Background: an optimization exercise with open tools, aiming at small area and a short achievable clock period. Do not read the settings as production practice.
Where RTL was checked, it was by simulation tests only, not by an equivalence proof against the original.
Function not checked in run 2: the RTL went through the layout flow alone.
Power is estimated from default activity; no workload was simulated.

## config.mk

```make
export PLATFORM = sky130hd
export DESIGN_NAME = multi_push_multi_pop_fifo
export DESIGN_NICKNAME = multi_push_multi_pop_fifo
export VERILOG_FILES = /design/flow/design.v
export SDC_FILE = /design/flow/constraint.sdc
export NUM_CORES = 4
export LEC_CHECK = 0
export CAP_MARGIN = 20
export CORE_MARGIN = 2
export CORE_UTILIZATION = 40
export PLACE_DENSITY = 0.6
export SETUP_SLACK_MARGIN = 0.3
export SLEW_MARGIN = 20
```

## constraint.sdc

```tcl
create_clock -name core_clock -period 6.0 [get_ports {clk_i}]
set_input_delay 1.2000 -clock core_clock [delete_from_list [all_inputs] [get_ports {clk_i}]]
set_output_delay 1.2000 -clock core_clock [all_outputs]
set_load 0.01 [all_outputs]
```

## design.v

```verilog
module multi_push_multi_pop_fifo
    #(
        parameter DATA_WIDTH = 13,                 
        parameter FIFO_DEPTH = 19,                 
        parameter N          = 3,                  
        parameter NW         = $clog2 (N + 1),
        parameter DW         = DATA_WIDTH
    )
    (
        input  wire                  clk_i,        
        input  wire                  rst_i,        
        input  wire [NW-1:0]         push_i,       
        input  wire [N*DW-1:0]       push_data_i,  
        input  wire [NW-1:0]         pop_i,        
        output wire [N*DW-1:0]       pop_data_o,   
        output wire [NW-1:0]         can_push_o,   
        output wire [NW-1:0]         can_pop_o     
    );
    localparam PW    = $clog2(FIFO_DEPTH);  
    localparam PTHRS = FIFO_DEPTH - 1'b1;   
    wire           dont_push_w;
    wire           dont_pop_w;
    wire           do_push_w;
    wire           do_pop_w;
    logic [PW-1:0] counter_l;
    wire  [PW-1:0] counter_next_w;
    wire  [PW-1:0] counter_remainder_w;
    wire  [NW-1:0] wr_update_w;
    wire  [NW-1:0] rd_update_w;
    logic [PW-1:0] wr_ptr_l;
    wire  [PW-1:0] wr_ptr_remainder_w;
    wire  [PW-1:0] wr_ptr_next_w;
    wire           wr_ptr_edge_cross_w;
    logic [PW-1:0] rd_ptr_l;
    wire  [PW-1:0] rd_ptr_remainder_w;
    wire  [PW-1:0] rd_ptr_next_w;
    wire           rd_ptr_edge_cross_w;
    logic [NW-1:0] can_push_l;
    wire  [NW-1:0] can_push_next_w;
    wire           can_push_use_rem_w;
    logic [NW-1:0] can_pop_l;
    wire  [NW-1:0] can_pop_next_w;
    wire           can_pop_use_def_w;
    wire           push_en_w        [N];
    wire  [PW-1:0] push_base_w      [N];
    wire           push_cross_edge_w[N];
    wire  [PW-1:0] push_index_w     [N];
    wire  [PW-1:0] pop_base_w       [N];
    wire           pop_cross_edge_w [N];
    wire  [PW-1:0] pop_index_w      [N];
    logic [DW-1:0] fifo_l               [FIFO_DEPTH];
    wire  [DW-1:0] fifo_next_w          [FIFO_DEPTH];
    wire           fifo_en_w            [FIFO_DEPTH][N];
    wire  [DW-1:0] fifo_data_mask_w     [FIFO_DEPTH][N];
    wire  [DW-1:0] fifo_push_data_w     [FIFO_DEPTH][N];
    logic [DW-1:0] fifo_assembled_data_w[FIFO_DEPTH];
    logic          fifo_assembled_en_w  [FIFO_DEPTH];
    assign dont_push_w         = (can_push_l < push_i);
    assign dont_pop_w          = (can_pop_l  < pop_i );
    assign do_push_w           = ~dont_push_w;
    assign do_pop_w            = ~dont_pop_w;
    assign wr_update_w         = push_i & {NW{do_push_w}};
    assign rd_update_w         = pop_i  & {NW{do_pop_w}};
    assign counter_next_w      = counter_l + wr_update_w - rd_update_w;
    assign counter_remainder_w = FIFO_DEPTH - counter_next_w;
    assign wr_ptr_remainder_w  = PTHRS - wr_ptr_l;
    assign wr_ptr_edge_cross_w = wr_update_w > wr_ptr_remainder_w;
    assign wr_ptr_next_w       = (wr_ptr_edge_cross_w) ? (wr_update_w - wr_ptr_remainder_w - 1'b1) :
                                                         (wr_update_w + wr_ptr_l);
    assign rd_ptr_remainder_w  = PTHRS - rd_ptr_l;
    assign rd_ptr_edge_cross_w = rd_update_w > rd_ptr_remainder_w;
    assign rd_ptr_next_w       = (rd_ptr_edge_cross_w) ? (rd_update_w - rd_ptr_remainder_w - 1'b1) :
                                                         (rd_update_w + rd_ptr_l);
    assign can_push_use_rem_w  = (counter_remainder_w < N);
    assign can_push_next_w     = (can_push_use_rem_w) ? counter_remainder_w[NW-1:0] : N;
    assign can_pop_use_def_w   = (counter_next_w > N);
    assign can_pop_next_w      = (can_pop_use_def_w) ? N : counter_next_w[NW-1:0];
    always_ff @(posedge clk_i)
        if (rst_i) begin
            counter_l  <= {PW{1'b0}};
            wr_ptr_l   <= {PW{1'b0}};
            rd_ptr_l   <= {PW{1'b0}};
            can_push_l <= N;
            can_pop_l  <= {NW{1'b0}};
        end else begin
            counter_l  <= counter_next_w;
            wr_ptr_l   <= wr_ptr_next_w;
            rd_ptr_l   <= rd_ptr_next_w;
            can_push_l <= can_push_next_w;
            can_pop_l  <= can_pop_next_w;
        end
    generate
        for (genvar p = 0; p < N; p = p + 1) begin: port
            assign push_en_w        [p] = wr_update_w > p;
            assign push_base_w      [p] = wr_ptr_l + p;
            assign push_cross_edge_w[p] = (push_base_w[p] > PTHRS);
            assign push_index_w     [p] = (push_cross_edge_w[p]) ? (push_base_w[p] - FIFO_DEPTH) : push_base_w[p];
            assign pop_base_w       [p] = rd_ptr_l + p;
            assign pop_cross_edge_w [p] = (pop_base_w[p] > PTHRS);
            assign pop_index_w      [p] = (pop_cross_edge_w[p] ) ? (pop_base_w[p] - FIFO_DEPTH ) : pop_base_w[p];
            assign pop_data_o[p*DW +: DW] = fifo_l[pop_index_w[p]];
        end
        for (genvar f = 0; f < FIFO_DEPTH; f = f + 1) begin: fifo
            for (genvar p = 0; p < N; p = p + 1) begin
                assign fifo_en_w       [f][p] = (f == push_index_w[p]) && push_en_w[p];
                assign fifo_data_mask_w[f][p] = {DW{fifo_en_w[f][p]}};
                assign fifo_push_data_w[f][p] = push_data_i[p*DW +: DW] & fifo_data_mask_w[f][p];
            end
            always_comb begin
                fifo_assembled_data_w[f] = {DW{1'b0}};
                fifo_assembled_en_w  [f] = 1'b0;
                for (int n = 0; n < N; n = n + 1) begin
                    fifo_assembled_data_w[f] = fifo_assembled_data_w[f] | fifo_push_data_w[f][n];
                    fifo_assembled_en_w  [f] = fifo_assembled_en_w  [f] | fifo_en_w       [f][n];
                end
            end
            assign fifo_next_w[f] = (fifo_assembled_en_w[f]) ? fifo_assembled_data_w[f] : fifo_l[f];
            always_ff @(posedge clk_i)
                fifo_l[f] <= fifo_next_w[f];
        end
    endgenerate
    assign can_push_o = can_push_l;
    assign can_pop_o  = can_pop_l;
endmodule
```

## run.sh

```bash
#!/bin/bash
# synth_recipe.tcl (not shown) runs the flow's synth.tcl, then flattens the netlist and writes it again
# the make line also repeats each setting of config.mk as NAME=value (left out here)
make -C /OpenROAD-flow-scripts/flow DESIGN_CONFIG=/design/flow/config.mk WORK_HOME=/design/flow/orfs CLKGATE_MAP_FILE= SYNTH_SCRIPT=/design/flow/synth_recipe.tcl finish
```

==> out/metrics.sh, run 1 <==
SHARE_SEQ_OF_TOTAL_POWER_PCT=22.4
CLK_PATH_BUF_DEPTH=3
REPORT.FINAL.HOLD_VIOL_COUNT=0
GRT_ANTENNA_BEFORE_REPAIR=9
CELLINTERNALPOWER_uW=6579
TIMING.MAX_CAP.VIOLATIONS=0
CP-START-KIND='flip-flop'
CLOCK_POWER_SHARE_PCT=16.8
NUMCTSBUFFERS=34
ANTENNA_LEFT=0
POST_SYNTH_MUX_AREA_SHARE_PCT=3.725
YOSYSWARNINGCOUNT=4
TIMING.RR.START='wr_ptr_l[2]$_SDFF_PP0_'
SETUP_TNS_PS=0
GRT_START_MAX_NET_PINS=36
VIAS_PER_CELL=7.508
CTS-HOLD-FIX-BUFFERS=0
PEAKVDDDROP_mV=0.3403
SYNTH_ADDER_AREA_SHARE_PCT=2.518
UNREPAIRED_SETUP_ENDPOINTS_AFTER_GLOBAL_ROUTING='true'
SYNTH_SEQ_CELLS=266
OUTCOME='complete, no violations'
HOLD_PATH_STARTPOINT='counter_l[0]$_SDFF_PP0_'
FIRST_GLOBAL_VIAS=22200
MULTI_INPUT_COMB_AREA_UM2=12850
SEQCELLAREA_UM2=7806
POWER.COMBINATIONAL.FRACTION_PCT=60.8
PLACE.GP.CONGESTION=1.180
TIMING.CRITICAL_PATH.ARRIVAL_PS=4540
CTS_TREE='done'
LAYOUT_WORST_PATH_CYCLE_SHARE_PCT=95.65
POWER.DENSITY_CELL_AREA_nW_PER_UM2=496.3
WORST_EP_REQUIRED_TIME_PS=4800
FINALCRITICALPERIOD_PS=5739
WORST_SLEW_PIN_SLEW_PS=1270
GR-TOTAL-OVERFLOW=0
CP-END-KIND='primary output'
FINALWIRELENGTH_UM=130000
CLKSLEWWORSTSETUPHOLDPATHS_PS=60
YOSYSUNIQUECELLTYPES=103
CP-STARTPOINT='rd_ptr_l[2]$_SDFF_PP0_'
FINALCLOCKSKEW_PS=20.72
TIMING_WORST_SETUP_PATH_TYPE='reg2out'
H-TREE-DEPTH=2
YS_DOMINANT_REG_CELL='sky130_fd_sc_hd__edfxtp_1'
COMBINATIONAL_FAMILY_WITH_THE_MOST_AREA_AFTER_SYNTHESIS='compound AO/OA/AOI/OAI gates'
FINISH.NET_COUNT=2521
SYNTHTOLAYOUTAREAGROWTH_PCT=18.22
FMAX_MHz=174.2
CRITPATHMAXFANOUT=15
DRIVE_GT1_SHARE_PCT=16.26
MIN-DELAY-PATH-CLASS='reg2reg'
FIRST_PASS_GRT_WIRE_LENGTH_UM=178700
WHS_PS=686.9
CTS_SINKS=266
SYN_AREA_PER_CELL_UM2=9.191
SYNTH_AREA_UM2=21660
FILLERINSTANCES=5063
SLEW_VIOLATIONS=0
YOSYS.AREA_SHARE.SIMPLE_PCT=18.16
TRACK_USAGE_PCT=45.29
CLK_LATENCY_PS=560
POSTLAYOUTCOREUTIL_PCT=47.68
TIMING.MAX_SLEW.REL_SLACK_PCT=15.05
IOS=88
SLACK_OF_THE_WORST_REG_TO_REG_PATH_PS=1150
ASYNC_FLOP_SHARE_PCT=0
CLOCKROOTBUFFER='sky130_fd_sc_hd__clkbuf_16'
TIMING.FINAL.SETUP_VIOLATIONS=0
DRT-PASS1-ITER-COUNT=10
SYNTH-SEQ-AREA-SHARE_PCT=35.99
TOTAL_SWITCHING_POWER_uW=6131
DIEHEIGHT_UM=236.7
VIAS=23730
NUMBER_OF_INSTANCES_IN_THE_SYNTHESIZED_NETLIST=2357
CORE_REGION_AREA_UM2=53710
SYNTH.NET_COUNT=2442
SHARE_OF_THE_SYNTHESIZED_AREA_IN_COMPOUND_GATES_AO_OA_AOI_OAI_PCT=31.56
FLOORPLAN.DIE_AREA_UM2=56040
POWER.SWITCHING_FRACTION_PCT=48.24
DETAIL_ROUTE.DRC_VIOLATIONS=0
DIE_W_UM=236.7
BUFFER_PORTS.INSERTED=87
SYNTH_XOR_XNOR_AREA_SHARE_PCT=1.444
INITIAL_CORE_UTIL_PCT=40.34
SITE_ROWS=85
PLACE_HPWL_UM=97180
POWER_LEAKAGE_uW=0.009430
INITIALDRTVIOLATIONCOUNT=4352
WL_PER_CELL_UM=41.13
SYNTH_EDF_COUNT=247
## cells in the mapped netlist (19+ instances only)
| master | count | area (um2) |
|---|---|---|
| sky130_fd_sc_hd__a21oi_1 | 85 | 425.4 |
| sky130_fd_sc_hd__a221o_1 | 170 | 1702 |
| sky130_fd_sc_hd__a221oi_1 | 24 | 210.2 |
| sky130_fd_sc_hd__a222oi_1 | 94 | 940.9 |
| sky130_fd_sc_hd__a22o_1 | 44 | 385.4 |
| sky130_fd_sc_hd__a22oi_1 | 75 | 563.0 |
| sky130_fd_sc_hd__a32oi_1 | 19 | 166.4 |
| sky130_fd_sc_hd__and2_1 | 167 | 1045 |
| sky130_fd_sc_hd__buf_1 | 31 | 116.4 |
| sky130_fd_sc_hd__buf_2 | 62 | 310.3 |
| sky130_fd_sc_hd__clkbuf_1 | 144 | 540.5 |
| sky130_fd_sc_hd__dfxtp_1 | 19 | 380.4 |
| sky130_fd_sc_hd__edfxtp_1 | 247 | 7417 |
| sky130_fd_sc_hd__ha_1 | 34 | 425.4 |
| sky130_fd_sc_hd__inv_1 | 95 | 356.6 |
| sky130_fd_sc_hd__mux2_2 | 26 | 292.8 |
| sky130_fd_sc_hd__mux2i_1 | 50 | 500.5 |
| sky130_fd_sc_hd__nand2_1 | 244 | 915.9 |
| sky130_fd_sc_hd__nand3_1 | 58 | 290.3 |
| sky130_fd_sc_hd__nor2_1 | 119 | 446.7 |
| sky130_fd_sc_hd__nor3_1 | 37 | 185.2 |
| sky130_fd_sc_hd__o211ai_1 | 50 | 375.4 |
| sky130_fd_sc_hd__o21ai_0 | 54 | 270.3 |
| sky130_fd_sc_hd__o22ai_1 | 26 | 162.7 |
| sky130_fd_sc_hd__or3_1 | 22 | 137.6 |
## stage by stage
step	total power (uW)	area [um2]	instances	worst slack, ps
after global routing	12990	25600	3156	225.1
after CTS	12230	25260	3142	302.4
after detailed placement	9981	23820	3073	449.0
after floorplan	6461	21660	2357	1453
after global placement	9972	23820	3073	467.8
final	12710	25610	3161	261.0
## critical path, stage by stage (launching register included)
cell and delay [ps]:
sky130_fd_sc_hd__dfxtp_2 360, sky130_fd_sc_hd__buf_4 230, sky130_fd_sc_hd__nand3_1 130, sky130_fd_sc_hd__or3_1 490, sky130_fd_sc_hd__a2111oi_4 450, sky130_fd_sc_hd__o21ai_2 260, sky130_fd_sc_hd__a21boi_4 220, sky130_fd_sc_hd__buf_12 180
sky130_fd_sc_hd__buf_4 170, sky130_fd_sc_hd__a22oi_1 70, sky130_fd_sc_hd__o21ai_1 480, sky130_fd_sc_hd__o32a_1 350, sky130_fd_sc_hd__clkdlybuf4s50_1 580
## logic make-up after synthesis
logic type | Yosys count
AOI/OAI and AO/OA | 828
xor gates and xnor gates | 31
adders and majority gates | 40
buffers and inverters | 345
DFF | 266
muxes | 77
and+or+nand+nor | 770
## area by class of cell
| class | instances | share of cell area, % |
|---|---|---|
| sequential | 266 | 30.48 |
| clock inverter | 22 | 1.026 |
| tap | 696 | 3.400 |
| multi-input combinational | 1746 | 50.18 |
| antenna | 5 | 0.04886 |
| inverter | 98 | 1.451 |
| timing repair buffer | 290 | 9.952 |
| clock buffer | 38 | 3.464 |
## power groups by stage
stage               clock network, uW  registers [uW]  logic, uW
floorplan                           0            2590       3870
finish                           2140            2840       7730
global placement                    0            2860       7120
CTS                              2150            2810       7270
detailed placement                  0            2840       7140
global route                     2220            2840       7930
## state kept, by name, summed over array words and instances (netlist names)
name and cells:
fifo_l 247, counter_l 5, rd_ptr_l 5, wr_ptr_l 5
can_pop_l 2, can_push_l 2
## per-layer routing
metal / GRT usage [%] / wire, um
met3: 11.27 / 15040
met2: 70.56 / 56980
met1: 54.39 / 45520
met5: 0 / 47
met4: 33.41 / 12430
## path summary, 6_finish.rpt
check,end,cells past startpoint
max,pop_data_o[31],12
min,counter_l[0]$_SDFF_PP0_,3
max reg2reg,fifo_l[4][3]$_DFFE_PP_,11
min reg2reg,counter_l[0]$_SDFF_PP0_,3
## layout by cell type (no fill, tap or decap), types with 17 or more instances in the layout
cell type                         netlist  final
sky130_fd_sc_hd__inv_1                 95     93
sky130_fd_sc_hd__nor3_1                37     31
sky130_fd_sc_hd__a31oi_1               18     17
sky130_fd_sc_hd__ha_1                  34     29
sky130_fd_sc_hd__o22ai_1               26     25
sky130_fd_sc_hd__nor2_1               119    114
sky130_fd_sc_hd__a21oi_1               85     82
sky130_fd_sc_hd__o211ai_1              50     50
sky130_fd_sc_hd__nand2_1              244    242
sky130_fd_sc_hd__a222oi_1              94     94
sky130_fd_sc_hd__clkdlybuf4s50_1        0     81
sky130_fd_sc_hd__mux2_2                26     26
sky130_fd_sc_hd__a221oi_1              24     20
sky130_fd_sc_hd__a22oi_1               75     75
sky130_fd_sc_hd__or3_1                 22     22
sky130_fd_sc_hd__a32oi_1               19     19
sky130_fd_sc_hd__a221o_1              170    170
sky130_fd_sc_hd__mux2i_1               50     50
sky130_fd_sc_hd__edfxtp_1             247    247
sky130_fd_sc_hd__buf_4                  5    184
sky130_fd_sc_hd__o21ai_0               54     49
sky130_fd_sc_hd__and2_1               167    164
sky130_fd_sc_hd__nand4_1               18     18
sky130_fd_sc_hd__a22o_1                44     44
sky130_fd_sc_hd__clkbuf_16              0     36
sky130_fd_sc_hd__nand3_1               58     55
## what timing repair did
action,4_1_cts,5_1_grt
setup buffers,9,12
gates cloned,0,1
resized for setup,40,59
hold endpoints to repair,0,0
pin swaps,8,10
endpoints found under the setup margin,39,35
==> run 2, diff against run 1 <==
==> design.v (replaced) <==
module multi_push_multi_pop_fifo
    #(
        parameter DATA_WIDTH = 13,
        parameter FIFO_DEPTH = 19,
        parameter N          = 3,
        parameter NW         = $clog2 (N + 1),
        parameter DW         = DATA_WIDTH
    )
    (
        input  wire                  clk_i,
        input  wire                  rst_i,
        input  wire [NW-1:0]         push_i,
        input  wire [N*DW-1:0]       push_data_i,
        input  wire [NW-1:0]         pop_i,
        output wire [N*DW-1:0]       pop_data_o,
        output wire [NW-1:0]         can_push_o,
        output wire [NW-1:0]         can_pop_o
    );
    localparam R  = (FIFO_DEPTH + N - 1) / N;  
    localparam RW = $clog2(R);
    localparam CW = $clog2(FIFO_DEPTH + 1);
    logic [CW-1:0] count_l;
    logic [NW-1:0] can_push_l;
    logic [NW-1:0] can_pop_l;
    logic [N-1:0]  wr_ph_l;               
    logic [N-1:0]  rd_ph_l;               
    logic [RW-1:0] wr_row_l [N];
    logic [RW-1:0] rd_row_l [N];
    logic [DW-1:0] mem_l    [N][R];
    wire  [NW-1:0] np_w = (push_i <= can_push_l) ? push_i : {NW{1'b0}};
    wire  [NW-1:0] nq_w = (pop_i  <= can_pop_l ) ? pop_i  : {NW{1'b0}};
    wire  [CW-1:0] count_next_w = count_l + np_w - nq_w;
    logic [N-1:0]  bank_we_w;
    logic [N-1:0]  bank_re_w;
    logic [DW-1:0] bank_wd_w [N];
    logic [DW-1:0] bank_rd_w [N];
    logic [N-1:0]  wr_ph_next_w;
    logic [N-1:0]  rd_ph_next_w;
    always_comb begin
        for (int b = 0; b < N; b++) begin
            bank_we_w[b] = 1'b0;
            bank_re_w[b] = 1'b0;
            bank_wd_w[b] = {DW{1'b0}};
            for (int k = 0; k < N; k++) begin
                if (wr_ph_l[(b - k + N) % N]) begin
                    bank_we_w[b] = bank_we_w[b] | (np_w > k);
                    bank_wd_w[b] = bank_wd_w[b] | push_data_i[k*DW +: DW];
                end
                if (rd_ph_l[(b - k + N) % N])
                    bank_re_w[b] = bank_re_w[b] | (nq_w > k);
            end
        end
        for (int b = 0; b < N; b++) begin
            wr_ph_next_w[b] = 1'b0;
            rd_ph_next_w[b] = 1'b0;
            for (int k = 0; k < N; k++) begin
                if (np_w == k) wr_ph_next_w[b] = wr_ph_next_w[b] | wr_ph_l[(b - k + N) % N];
                if (nq_w == k) rd_ph_next_w[b] = rd_ph_next_w[b] | rd_ph_l[(b - k + N) % N];
            end
            if (np_w == N) wr_ph_next_w[b] = wr_ph_l[b];
            if (nq_w == N) rd_ph_next_w[b] = rd_ph_l[b];
        end
    end
    always_ff @(posedge clk_i)
        if (rst_i) begin
            count_l    <= {CW{1'b0}};
            can_push_l <= N;
            can_pop_l  <= {NW{1'b0}};
            wr_ph_l    <= 1;
            rd_ph_l    <= 1;
        end else begin
            count_l    <= count_next_w;
            can_push_l <= (FIFO_DEPTH - count_next_w < N) ? FIFO_DEPTH - count_next_w : N;
            can_pop_l  <= (count_next_w > N) ? N : count_next_w;
            wr_ph_l    <= wr_ph_next_w;
            rd_ph_l    <= rd_ph_next_w;
        end
    generate
        for (genvar b = 0; b < N; b++) begin: bank
            always_ff @(posedge clk_i)
                if (rst_i) begin
                    wr_row_l[b] <= {RW{1'b0}};
                    rd_row_l[b] <= {RW{1'b0}};
                end else begin
                    if (bank_we_w[b]) wr_row_l[b] <= (wr_row_l[b] == R - 1) ? {RW{1'b0}} : wr_row_l[b] + 1'b1;
                    if (bank_re_w[b]) rd_row_l[b] <= (rd_row_l[b] == R - 1) ? {RW{1'b0}} : rd_row_l[b] + 1'b1;
                end
            for (genvar r = 0; r < R; r++) begin: row
                always_ff @(posedge clk_i)
                    if (bank_we_w[b] && wr_row_l[b] == r)
                        mem_l[b][r] <= bank_wd_w[b];
            end
            assign bank_rd_w[b] = mem_l[b][rd_row_l[b]];
        end
        for (genvar p = 0; p < N; p++) begin: port
            logic [DW-1:0] word;
            always_comb begin
                word = {DW{1'b0}};
                for (int b = 0; b < N; b++)
                    if (rd_ph_l[(b - p + N) % N]) word = word | bank_rd_w[b];
            end
            assign pop_data_o[p*DW +: DW] = word;
        end
    endgenerate
    assign can_push_o = can_push_l;
    assign can_pop_o  = can_pop_l;
endmodule
==> run 2 against run 1 <==
Still clean on timing, DRC and antenna. Setup slack improved by 250 ps. Register-to-register slack better by 1400 ps. Worst hold slack worse by 120 ps. Combinational power decreased by 48%. Sequential cell count rose by 40. Via count shrank 48%. First-iteration DRC count decreased by 49%. Clock-buffer cell count up 3. Sequential power is 9.2% higher. Largest cell class is now registers. Clock power grew 4%. Sequential share of layout area grew 18 points.
==> out/metrics.sh, run 2 <==
CP-START-KIND='flip-flop'
SYN_AREA_PER_CELL_UM2=12.08
WORST_EP_REQUIRED_TIME_PS=4800
SITE_ROWS=71
NUMCTSBUFFERS=36
BUFFER_PORTS.INSERTED=87
SHARE_OF_THE_SYNTHESIZED_AREA_IN_COMPOUND_GATES_AO_OA_AOI_OAI_PCT=21.05
LAYOUT.CELLS.MOST_COMMON_LIST='sky130_fd_sc_hd__edfxtp_1, sky130_fd_sc_hd__clkdlybuf4s50_1, sky130_fd_sc_hd__nor2_1'
ANTENNA_LEFT=0
SYNTH_XOR_XNOR_AREA_SHARE_PCT=0.2849
YOSYSWARNINGCOUNT=6
LARGEST_REGISTERS='mem_l (273), rd_row_l (9), wr_row_l (9)'
FIRST_GLOBAL_VIAS=11880
SETUP_TNS_PS=0
FMAX_MHz=182.2
YOSYS.AREA_SHARE.SIMPLE_PCT=8.646
SYNTH_EDF_COUNT=273
PEAKVDDDROP_mV=0.3434
VIAS=12450
IOS=88
NUMBER_OF_FLIP_FLOPS_IN_THE_LARGEST_REGISTER=273
DETAIL_ROUTE.DRC_VIOLATIONS=0
SYNTH_AREA_UM2=15370
CLKSLEWWORSTSETUPHOLDPATHS_PS=60
FINALCLOCKSKEW_PS=15.01
NUMBER_OF_INSTANCES_IN_THE_SYNTHESIZED_NETLIST=1272
GR-TOTAL-OVERFLOW=0
POST_SYNTH_MUX_AREA_SHARE_PCT=6.196
FIRST_PASS_GRT_WIRE_LENGTH_UM=82860
LAYOUT_WORST_PATH_CYCLE_SHARE_PCT=91.46
CORE_REGION_AREA_UM2=37760
OUTCOME='complete, no violations'
FINALWIRELENGTH_UM=58830
SLACK_OF_THE_WORST_REG_TO_REG_PATH_PS=2560
LAYOUT_COMMONEST_CELL='sky130_fd_sc_hd__edfxtp_1'
TIMING.MAX_CAP.VIOLATIONS=0
SYNTH.NET_COUNT=1335
CTS_SINKS=306
POWER.DENSITY_CELL_AREA_nW_PER_UM2=515.9
COMBINATIONAL_FAMILY_WITH_THE_MOST_AREA_AFTER_SYNTHESIS='compound AO/OA/AOI/OAI gates'
PLACE.GP.CONGESTION=1.011
SYNTH_ADDER_AREA_SHARE_PCT=1.563
TIMING_WORST_SETUP_PATH_TYPE='reg2out'
INITIALDRTVIOLATIONCOUNT=2201
DRIVE_GT1_SHARE_PCT=13.88
HOLD_PATH_STARTPOINT='wr_row_l[0][1]$_SDFFE_PP0P_'
SYNTHTOLAYOUTAREAGROWTH_PCT=17.72
POSTLAYOUTCOREUTIL_PCT=47.92
FINALCRITICALPERIOD_PS=5487
MIN_PATH_CELLS=2
H-TREE-DEPTH=2
DIE_W_UM=200.0
WL_PER_CELL_UM=31.18
SLEW_VIOLATIONS=0
INITIAL_CORE_UTIL_PCT=40.71
TIMING.MAX_SLEW.REL_SLACK_PCT=19.92
CTS-HOLD-FIX-BUFFERS=0
POST-PLACE-CELLS=1821
FINALWORSTSETUPSLACK_PS=512.6
TIMING.FINAL.SETUP_VIOLATIONS=0
CLOCKROOTBUFFER='sky130_fd_sc_hd__clkbuf_16'
MIN-DELAY-PATH-CLASS='reg2reg'
GRT_START_MAX_NET_PINS=50
WORST_R2R_PATH_DEPTH=16
ANTENNA_CELLS_INSERTED=0
POST_CTS_BUFFERS=0
POWER_LEAKAGE_uW=0.006278
VIAS_PER_CELL=6.598
PRE_CTS_SLACK_PS=1084
SYNTH.TOP_CELLS.BY_COUNT='sky130_fd_sc_hd__edfxtp_1, sky130_fd_sc_hd__nor2_1, sky130_fd_sc_hd__nand2_1'
CLK_LATENCY_PS=540
GRT_ANTENNA_BEFORE_REPAIR=0
SYNTH.AREA.TOP_CELLS='sky130_fd_sc_hd__edfxtp_1, sky130_fd_sc_hd__dfxtp_1, sky130_fd_sc_hd__a222oi_1'
FINAL-INSTANCE-COUNT-EXCL-FILL=1887
FINISH.NET_COUNT=1412
DRT-PASS1-ITER-COUNT=10
TRACK_USAGE_PCT=29.46
CP-END-KIND='primary output'
POST-SYNTH-TOP-AREA-FRACTION_PCT=53.34
WORST_SLEW_PIN_SLEW_PS=1201
POST_CTS_RESIZED=0
PLACE_HPWL_UM=41290
WORSTHOLDENDPOINT='wr_row_l[0][1]$_SDFFE_PP0P_'
UNREPAIRED_SETUP_ENDPOINTS_AFTER_GLOBAL_ROUTING='false'
YOSYSUNIQUECELLTYPES=74
YS_DOMINANT_REG_CELL='sky130_fd_sc_hd__edfxtp_1'
TIMING.CRITICAL_PATH.ARRIVAL_PS=4290
CRITPATHMAXFANOUT=29
TIMING.RR.START='can_pop_l[1]$_SDFF_PP0_'
SYNTH-SEQ-AREA-SHARE_PCT=57.64
CLK_PATH_BUF_DEPTH=3
ASYNC_FLOP_SHARE_PCT=0
REPORT.FINAL.HOLD_VIOL_COUNT=0
MAX_FLOP_REGISTER='mem_l'
FIN_TOTAL_PWR_uW=9334
FLOORPLAN.DIE_AREA_UM2=40010
DIEHEIGHT_UM=200.0
CTS_TREE='done'
YOSYSMOSTFREQUENTCELL='sky130_fd_sc_hd__edfxtp_1'
SYNTH_TOP_CELL_BY_AREA='sky130_fd_sc_hd__edfxtp_1'
CRIT-REG2REG-CAPTURE='can_pop_l[1]$_SDFF_PP0_'
SYNTH_SEQ_CELLS=306
## run 2: final cells by class
type,count,area [um2]
clock buffer,41,950.9
multi-input combinational,797,5869
sequential,306,8861
inverter,65,244.0
timing repair buffer,143,1289
tap,511,639.4
fill,3354,19660
clock inverter,24,237.7
## run 2: where the power goes
group / internal [uW] / switching, uW
sequential: 2830 / 279
clock: 1320 / 906
combinational: 1610 / 2390
## run 2: through the flow
stage          area (um2)  hold slack (ps)
2_1_floorplan       15370            504.5
3_3_place_gp        16900            553.9
3_5_place_dp        16900            562.3
4_1_cts             18080            571.9
5_1_grt             18090            606.5
6_report            18090            568.5
## run 2: cells by family after synthesis
kind of cell,after synthesis
AO/OA/AOI/OAI,431
flip-flops,306
AND/OR/NAND/NOR,268
buffers and inverters,169
multiplexers,75
adder cells (fa/ha/maj),18
XOR/XNOR,5
## run 2: worst max-delay path by stage
stage	start	to	depth (start not counted)
4_1_cts	rd_row_l[2][1]$_SDFFE_PP0P_	pop_data_o[6]	10
2_1_floorplan	push_i[0]	mem_l[13][0]$_DFFE_PP_	7
3_5_place_dp	pop_i[1]	can_pop_l[1]$_SDFF_PP0_	16
3_3_place_gp	pop_i[1]	can_pop_l[0]$_SDFF_PP0_	16
5_1_grt	rd_row_l[0][1]$_SDFFE_PP0P_	pop_data_o[24]	8
6_report	rd_row_l[2][1]$_SDFFE_PP0P_	pop_data_o[23]	7
## run 2: per-layer routing
layer  share of wire, %  global-route usage [%]
met1                 37                   37.20
met2                 46                   46.40
met3                 11                   7.241
met4                6.3                   16.76
met5                  0                       0
## run 2: worst max-delay path, cell delays in order, from the launching register on
cell and delay [ps]:
sky130_fd_sc_hd__dfxtp_2 370, sky130_fd_sc_hd__inv_1 90, sky130_fd_sc_hd__ha_2 650, sky130_fd_sc_hd__inv_1 520, sky130_fd_sc_hd__o41ai_1 1030, sky130_fd_sc_hd__o22a_1 340, sky130_fd_sc_hd__a221o_1 170, sky130_fd_sc_hd__clkdlybuf4s50_1 540

## afterwards: timing with drivers on the ports
The flow's constraints put no driver on any port. The routed layouts listed below were extracted and timed again, unchanged, in two steps. Step 1 (the two cells are an assumption about what drives the block):
set clk [get_ports {clk_i}]
set_driving_cell -lib_cell sky130_fd_sc_hd__clkbuf_16 $clk
set_driving_cell -lib_cell sky130_fd_sc_hd__buf_2 [delete_from_list [all_inputs] $clk]
Step 2 also shifts input and output timing later by t, the mid clock arrival at the registers, as if the neighbouring blocks saw the same clock. a / b / c = ideal / step 1 / step 2; a / b = the first two.
| run | t, ns | setup slack, ns | latest minus earliest clock arrival (ns) |
|---|---|---|---|
| run 1 | 0.609 | 0.261 / 0.199 / 0.367 | 0.029 / 0.029 |
| run 2 | 0.587 | 0.513 / 0.460 / 1.006 | 0.022 / 0.021 |
After both steps setup and hold are still met in every run listed.
